What follows belongs to an exercise in optimizing a design on an open flow for small area, a short achievable clock period and few clock cycles; a production flow would make more cautious choices.
No functional check of the RTL was part of this run.
Power figures rest on the tool's default switching activity, not on a simulated workload.

<file path="run.sh">
#!/bin/bash
# synth_recipe.tcl (not shown) runs the flow's synth.tcl, then flattens the netlist and writes it again
# the make line also repeats each setting of config.mk as NAME=value (left out here)
make -C /OpenROAD-flow-scripts/flow DESIGN_CONFIG=/design/flow/config.mk WORK_HOME=/design/flow/orfs CLKGATE_MAP_FILE= SYNTH_SCRIPT=/design/flow/synth_recipe.tcl finish
</file>
<file path="constraint.sdc">
create_clock -name core_clock -period 5.5 [get_ports {clk}]
set_input_delay 1.1000 -clock core_clock [delete_from_list [all_inputs] [get_ports {clk}]]
set_output_delay 1.1000 -clock core_clock [all_outputs]
set_load 0.01 [all_outputs]
</file>
<file path="design.v">
`timescale 1ns / 1ps
module Data_selector(
	input clk,
	input rst,
	input data_collect_finish,
	input [7:0] data_in,
	output reg [7:0] data_out,
	output reg [13:0] read_select,
	output reg [13:0] write_out_se,
	output reg data_process_finish,
	output reg wr_enable
    );
	localparam integer H   = 7;                     
	localparam integer K   = H - 2;                 
	localparam integer NB  = (98 + K - 1) / K;      
	localparam integer R0L = 100 - H;               
	localparam integer R0P = (NB - 2) * K;          
	localparam integer DN  = 100;                               
	localparam integer DC  = 1 - 100 * (H - 1);                 
	localparam integer DB  = -199;                              
	localparam integer DBL = (R0L - R0P - H + 1) * 100 - 99;    
	localparam integer DF  = -100 * (H - 1);                    
	localparam [13:0] A1  = -201;
	localparam [13:0] A2  = 100 * (H - 1) - 102;
	localparam [13:0] A3  = 98;
	localparam [13:0] A4  = -101 - DBL;
	localparam [13:0] A5  = -101 - DF;
	localparam [13:0] A6  = -100 * K - 101;
	localparam [13:0] A7  = -100 * (R0L - R0P) - 101;
	localparam [13:0] A8  = -100 * (R0L - R0P) - 2 + 100 * (H - 1);
	localparam [13:0] A9  = -200;
	localparam [13:0] A10 = 9899;
	localparam [13:0] A11 = 100 * (H - 2) - 1;
	localparam [13:0] A12 = 100 * (H - 2);
	localparam [1:0] S_NONE = 2'd0, S_BLUR = 2'd1, S_COLC = 2'd2, S_ROWC = 2'd3;
	reg running;
	reg p1, p2;                  
	reg [2:0] j;                 
	reg [6:0] c;                 
	reg [4:0] b;                 
	reg [7:0] D [1:2*H];         
	reg [9:0] h1, h2, h3;        
	reg [1:0] src, src1;         
	reg [3:0] acode, acode1;     
	reg [13:0] delta;            
	reg zero;                    
	wire go = running | (data_collect_finish & ~data_process_finish & ~p1 & ~p2);
	wire jl = (j == H - 1);
	wire c0 = (c == 0);
	wire c1 = (c == 1);
	wire c99 = (c == 99);
	wire cf = (c == 100);
	wire bf = (b == 0);
	wire bl = (b == NB - 1);
	wire bp = (b == NB - 2);
	wire [9:0] h0 = ({2'b0, D[2*H]} + {1'b0, D[H], 1'b0}) + {2'b0, data_in};
	wire [11:0] sum = ({2'b0, h3} + {1'b0, h2, 1'b0}) + {2'b0, h1};
	always @(*) begin
		zero = 1'b0;
		if (!jl) delta = DN;
		else if (cf) begin delta = 0; zero = 1'b1; end
		else if (!c99) delta = DC;
		else if (bl) delta = DF;
		else if (bp) delta = DBL;
		else delta = DB;
		src = S_NONE;
		acode = 4'd0;
		if (j >= 2) begin
			if (c0) begin
				if (!bf) begin
					src = S_COLC;
					if (bl) acode = jl ? 4'd8 : 4'd7;
					else acode = jl ? 4'd3 : 4'd6;
				end
			end
			else if (cf) begin
				src = S_COLC;
				acode = jl ? 4'd10 : 4'd9;
			end
			else begin
				src = c1 ? S_COLC : S_BLUR;
				if (!jl) acode = 4'd1;
				else if (!c99) acode = 4'd2;
				else if (bl) acode = 4'd5;
				else if (bp) acode = 4'd4;
				else acode = 4'd3;
			end
		end
		else if (j == 1) begin
			if (bf && !cf) begin src = S_ROWC; acode = 4'd9; end
		end
		else begin
			if (cf) begin src = S_ROWC; acode = 4'd12; end
			else if (bl && !c0) begin src = S_ROWC; acode = 4'd11; end
		end
	end
	reg [13:0] aoff;
	always @(*) begin
		case (acode1)
			4'd1: aoff = A1;
			4'd2: aoff = A2;
			4'd3: aoff = A3;
			4'd4: aoff = A4;
			4'd5: aoff = A5;
			4'd6: aoff = A6;
			4'd7: aoff = A7;
			4'd8: aoff = A8;
			4'd9: aoff = A9;
			4'd10: aoff = A10;
			4'd11: aoff = A11;
			default: aoff = A12;
		endcase
	end
	always @(posedge clk or posedge rst) begin
		if (rst) begin
			running <= 1'b0;
			p1 <= 1'b0;
			p2 <= 1'b0;
			j <= 0;
			c <= 0;
			b <= 0;
			read_select <= 0;
			src1 <= S_NONE;
			acode1 <= 0;
			wr_enable <= 1'b0;
			data_process_finish <= 1'b0;
		end
		else begin
			p2 <= p1;
			p1 <= 1'b0;
			src1 <= S_NONE;
			if (go) begin
				src1 <= src;
				acode1 <= acode;
				running <= 1'b1;
				read_select <= zero ? 14'd0 : read_select + delta;
				if (!jl) j <= j + 1;
				else begin
					j <= 0;
					if (cf) begin
						c <= 0;
						b <= 0;
						running <= 1'b0;
						p1 <= 1'b1;
					end
					else if (c99) begin
						if (bl) c <= 100;
						else begin c <= 0; b <= b + 1; end
					end
					else c <= c + 1;
				end
			end
			wr_enable <= (src1 != S_NONE);
			if (p2) data_process_finish <= 1'b1;
			else if (!data_collect_finish) data_process_finish <= 1'b0;
		end
	end
	integer k;
	always @(posedge clk) begin
		D[1] <= data_in;
		for (k = 2; k <= 2 * H; k = k + 1) D[k] <= D[k-1];
		h1 <= h0;
		h2 <= h1;
		h3 <= h2;
		write_out_se <= read_select + aoff;
		case (src1)
			S_BLUR: data_out <= sum[11:4];
			S_COLC: data_out <= D[H+2];
			default: data_out <= D[2];
		endcase
	end
endmodule
</file>
<file path="config.mk">
export PLATFORM = sky130hd
export DESIGN_NAME = Data_selector
export DESIGN_NICKNAME = Data_selector
export VERILOG_FILES = /design/flow/design.v
export SDC_FILE = /design/flow/constraint.sdc
export NUM_CORES = 4
export LEC_CHECK = 0
export CAP_MARGIN = 20
export CORE_MARGIN = 2
export CORE_UTILIZATION = 40
export SLEW_MARGIN = 20
</file>
==> run notes <==
nets@finish=830; status=no timing/DRC/antenna violations; count leader, synth=dfxtp_1; final hold vios=0; final antenna-violating net count=0; HP Start=D[11][2]$_DFF_P_; setup skew after layout=about 0.012 ns; sequential share of power=roughly a third; Startpoint Class=flip-flop; io pins=49; Mapped Area=just under 8000 um2; IR Drop Worst-Case VDD=438 uV; grt total ovfl=0; Sw Ratio=36.5%; Initial Util=40.5%; Worst Path Required=between 5 and 6 ns; Die Wd=144 um; synth unique cells=67; Final setup viols=0; vias per cell=roughly 5.0; reg2reg start=c[0]$_DFFE_PP0P_; port bufs=between 40 and 50; Setup Crit Path Kind=flip-flop to flip-flop; worst hold path depth=0; PwrDens=roughly 720 nW/um2; post-layout util=roughly half; setup bufs post-CTS=0; total CTS buffers=22; top post-synthesis cells by area=dfxtp_1, dfrtp_1, ha_1; dominant cell type by area after synthesis=dfxtp_1; gpl congestion=around 0.85; CTS max path bufs=3; vias in the first global route=about 5100; first-pass GRT wire length=around 25 mm; Slew HR=38.2%; combinational share of power=45.6%; row cnt=just over 50; synth warn=2; H-tree depth=1; antenna cells=0; RSZ-0062 raised after global routing=no; Initial DRT Pass Iterations=4; cell count of the worst reg-to-reg path=14; P_sw=approximately 0.0024 W; min Tclk post-route=approximately 3.4 ns; Synthesized Nets=between 700 and 800; final setup margin=between 2 and 2.5 ns; GRT Resource Usage Total=15.1%; CTS sink count=just over 200; Final HPWL DP=approximately 11 mm; area of the core=19300 um2; largest net degree at the start of global routing=just over 40; Critical Path End Type=flip-flop; layout cells sized above 1=6.78%; internal power=0.00423 W; Hold WC Path Type=flip-flop to flip-flop; number of synthesized flops with an enable pin=0; final wirelength=15.3 mm; top achievable clock speed=slightly below 300 MHz; FFs w/ async S/R, synth=between 10% and 20%; Reg clk slew, reported paths=~0.060 ns; Syn-to-layout area delta=19.6%; number of DRC markers in iteration 0=~240; worst-path fanout max=12; post-synth top area share=42.1%; worst slack at placement=1.85 ns; initial antenna violation count=0; Static Leakage=4.05 nW; Syn Inst Count=around 680; Seq/Total Area, Yosys=between 50% and 60%; Post-CTS Hold Buffers=0; top_reg_cell synth=dfxtp_1; Tot Pwr=0.00667 W; Worst-Skew Late Latency=0.50 ns; CTS tree=done; die height=between 100 and 150 um; Max Slew Vio Count=0; Slew @ Worst Pin=between 0.9 and 1 ns; Wirelength per Cell=about 15 um; Cell Count Post-Placement=a little under 1000; Final Cycle Share=between 60% and 70%; crit path from=c[0]$_DFFE_PP0P_; Total Die Area=roughly 21000 um2; syn avg cell area=approximately 11 um2; CP arrival=~3.8 ns; Post-synth top cells=dfxtp_1, ha_1, dfrtp_1; max cap viols=0; via count=just over 5000; Fill cells=approximately 1700; setup TNS=0 ns; Layout Cells excl Fill=between 1000 and 1500; drc violations=0; CTS-repair resized insts=0; CTS root buffer=clkbuf_16; Clock Power Share=between 20% and 30%; flops & latches, synth=approximately 200
## placed cells by master (no fill, tap or decap), types with 4 or more instances in the layout
| cell type | n |
|---|---|
| and3_1 | 4 |
| o211ai_1 | 5 |
| clkbuf_1 | 5 |
| mux2i_1 | 5 |
| nand2_1 | 39 |
| nand2b_1 | 6 |
| nor2b_1 | 8 |
| inv_1 | 36 |
| o31ai_1 | 6 |
| a31oi_1 | 7 |
| o221ai_1 | 6 |
| a21o_1 | 14 |
| o21ai_1 | 5 |
| o21ai_0 | 30 |
| o21a_1 | 7 |
| nor2_1 | 34 |
| nor3b_1 | 4 |
| ha_1 | 62 |
| dfxtp_1 | 164 |
| xnor2_1 | 20 |
| fa_1 | 18 |
| xor2_1 | 12 |
| nand3_1 | 13 |
| nor3_1 | 11 |
| a22o_1 | 12 |
| a21oi_1 | 34 |
| dfrtp_1 | 40 |
| clkbuf_16 | 25 |
| clkdlybuf4s50_1 | 48 |
## cells by family after synthesis
family                     synth area share [%]
DFF                                        54.9
AOI/OAI and AO/OA                          14.6
and+or+nand+nor                            9.11
muxes                                     0.642
buffers and inverters                      2.58
xor gates and xnor gates                   3.59
adders and majority gates                  14.6
## final cells by class
| class | instances | area (um2) | area share (%) |
|---|---|---|---|
| multi-input cells | 423 | 3320 | 35.6 |
| clock inverters | 4 | 71.3 | 0.765 |
| well taps | 265 | 332 | 3.56 |
| inverters | 38 | 143 | 1.53 |
| flip-flops and latches | 204 | 4280 | 45.9 |
| clock buffers | 33 | 686 | 7.35 |
| repair buffers | 50 | 495 | 5.31 |
## critical path, cell delays in order (launching register included)
cell,delay [ns]
dfrtp_1,0.43
inv_1,0.08
ha_1,0.23
and4_1,0.21
nand2_1,0.29
nand2_2,0.28
inv_2,0.09
nand2_1,0.28
inv_1,0.13
ha_1,0.37
nand3_1,0.11
o21ai_2,0.28
a31oi_2,0.16
mux2i_1,0.14
a22o_1,0.22
## per-stage QoR
step	instance area [um2]	hold slack [ns]
floorplan	7800	0.310
global placement	8570	0.310
global route	9330	0.325
detailed placement	8570	0.312
finish	9330	0.323
CTS	9330	0.325
## state kept, by name, summed over array words and instances (netlist names)
register and cells:
running 1, wr_enable 1, h1 10, data_process_finish 1, D 112, data_out 8
p2 1, write_out_se 14, h2 10, p1 1, read_select 14, h3 10
j 3, src1 2, c 7, acode1 4, b 5
## layer usage
layer / wire length (um) / GRT usage, %
met1: 7060 / 19.2
met2: 7340 / 25.7
met3: 588 / 2.80
met4: 321 / 5.26
met5: 0 / 0
## final timing paths
kind,endpoint,slack [ns]
max,read_select[13]$_DFFE_PP0P_,2.10
min,D[12][2]$_DFF_P_,0.32
max reg2reg,read_select[13]$_DFFE_PP0P_,2.10
min reg2reg,D[12][2]$_DFF_P_,0.32
max in group asynchronous,read_select[6]$_DFFE_PP0P_,4.08
min in group asynchronous,j[0]$_DFFE_PP0P_,1.04
## power groups by stage
stage	registers (W)	clock network [W]	logic, W
finish	0.00211	0.00152	0.00305
global route	0.00216	0.00162	0.00341
global placement	0.00214	0	0.00295
detailed placement	0.00214	0	0.00304
CTS	0.00212	0.00156	0.00306
floorplan	0.00211	0	0.00220

separate check: timing with driven ports:
In the flow no input, the clock included, has a driving cell. The finished layout below was timed again as built, in two steps. Step 1 (the two cells are an assumption about what drives the block):
set clk [get_ports {clk}]
set_driving_cell -lib_cell sky130_fd_sc_hd__clkbuf_16 $clk
set_driving_cell -lib_cell sky130_fd_sc_hd__buf_2 [delete_from_list [all_inputs] $clk]
Step 2 times the ports against the registers' clock, not the clock port: input delays grow and output delays shrink by t, the midpoint of the rising clock arrivals with the driver on. Slacks: ideal / step 1 / step 2; pairs: ideal / step 1.
t, ns: 0.533
setup slack, ns: 2.095 / 2.095 / 1.843
worst hold slack (ns): 0.323 / 0.323 / 0.323
worst register clock-pin slew, ns: 0.06 / 0.06
worst slew at a driven data input, ns: 0.03
After both steps setup and hold are still met in this run. For this run, drivers alone change the setup slack by 0.000 ns; drivers and shift together by -0.252 ns.
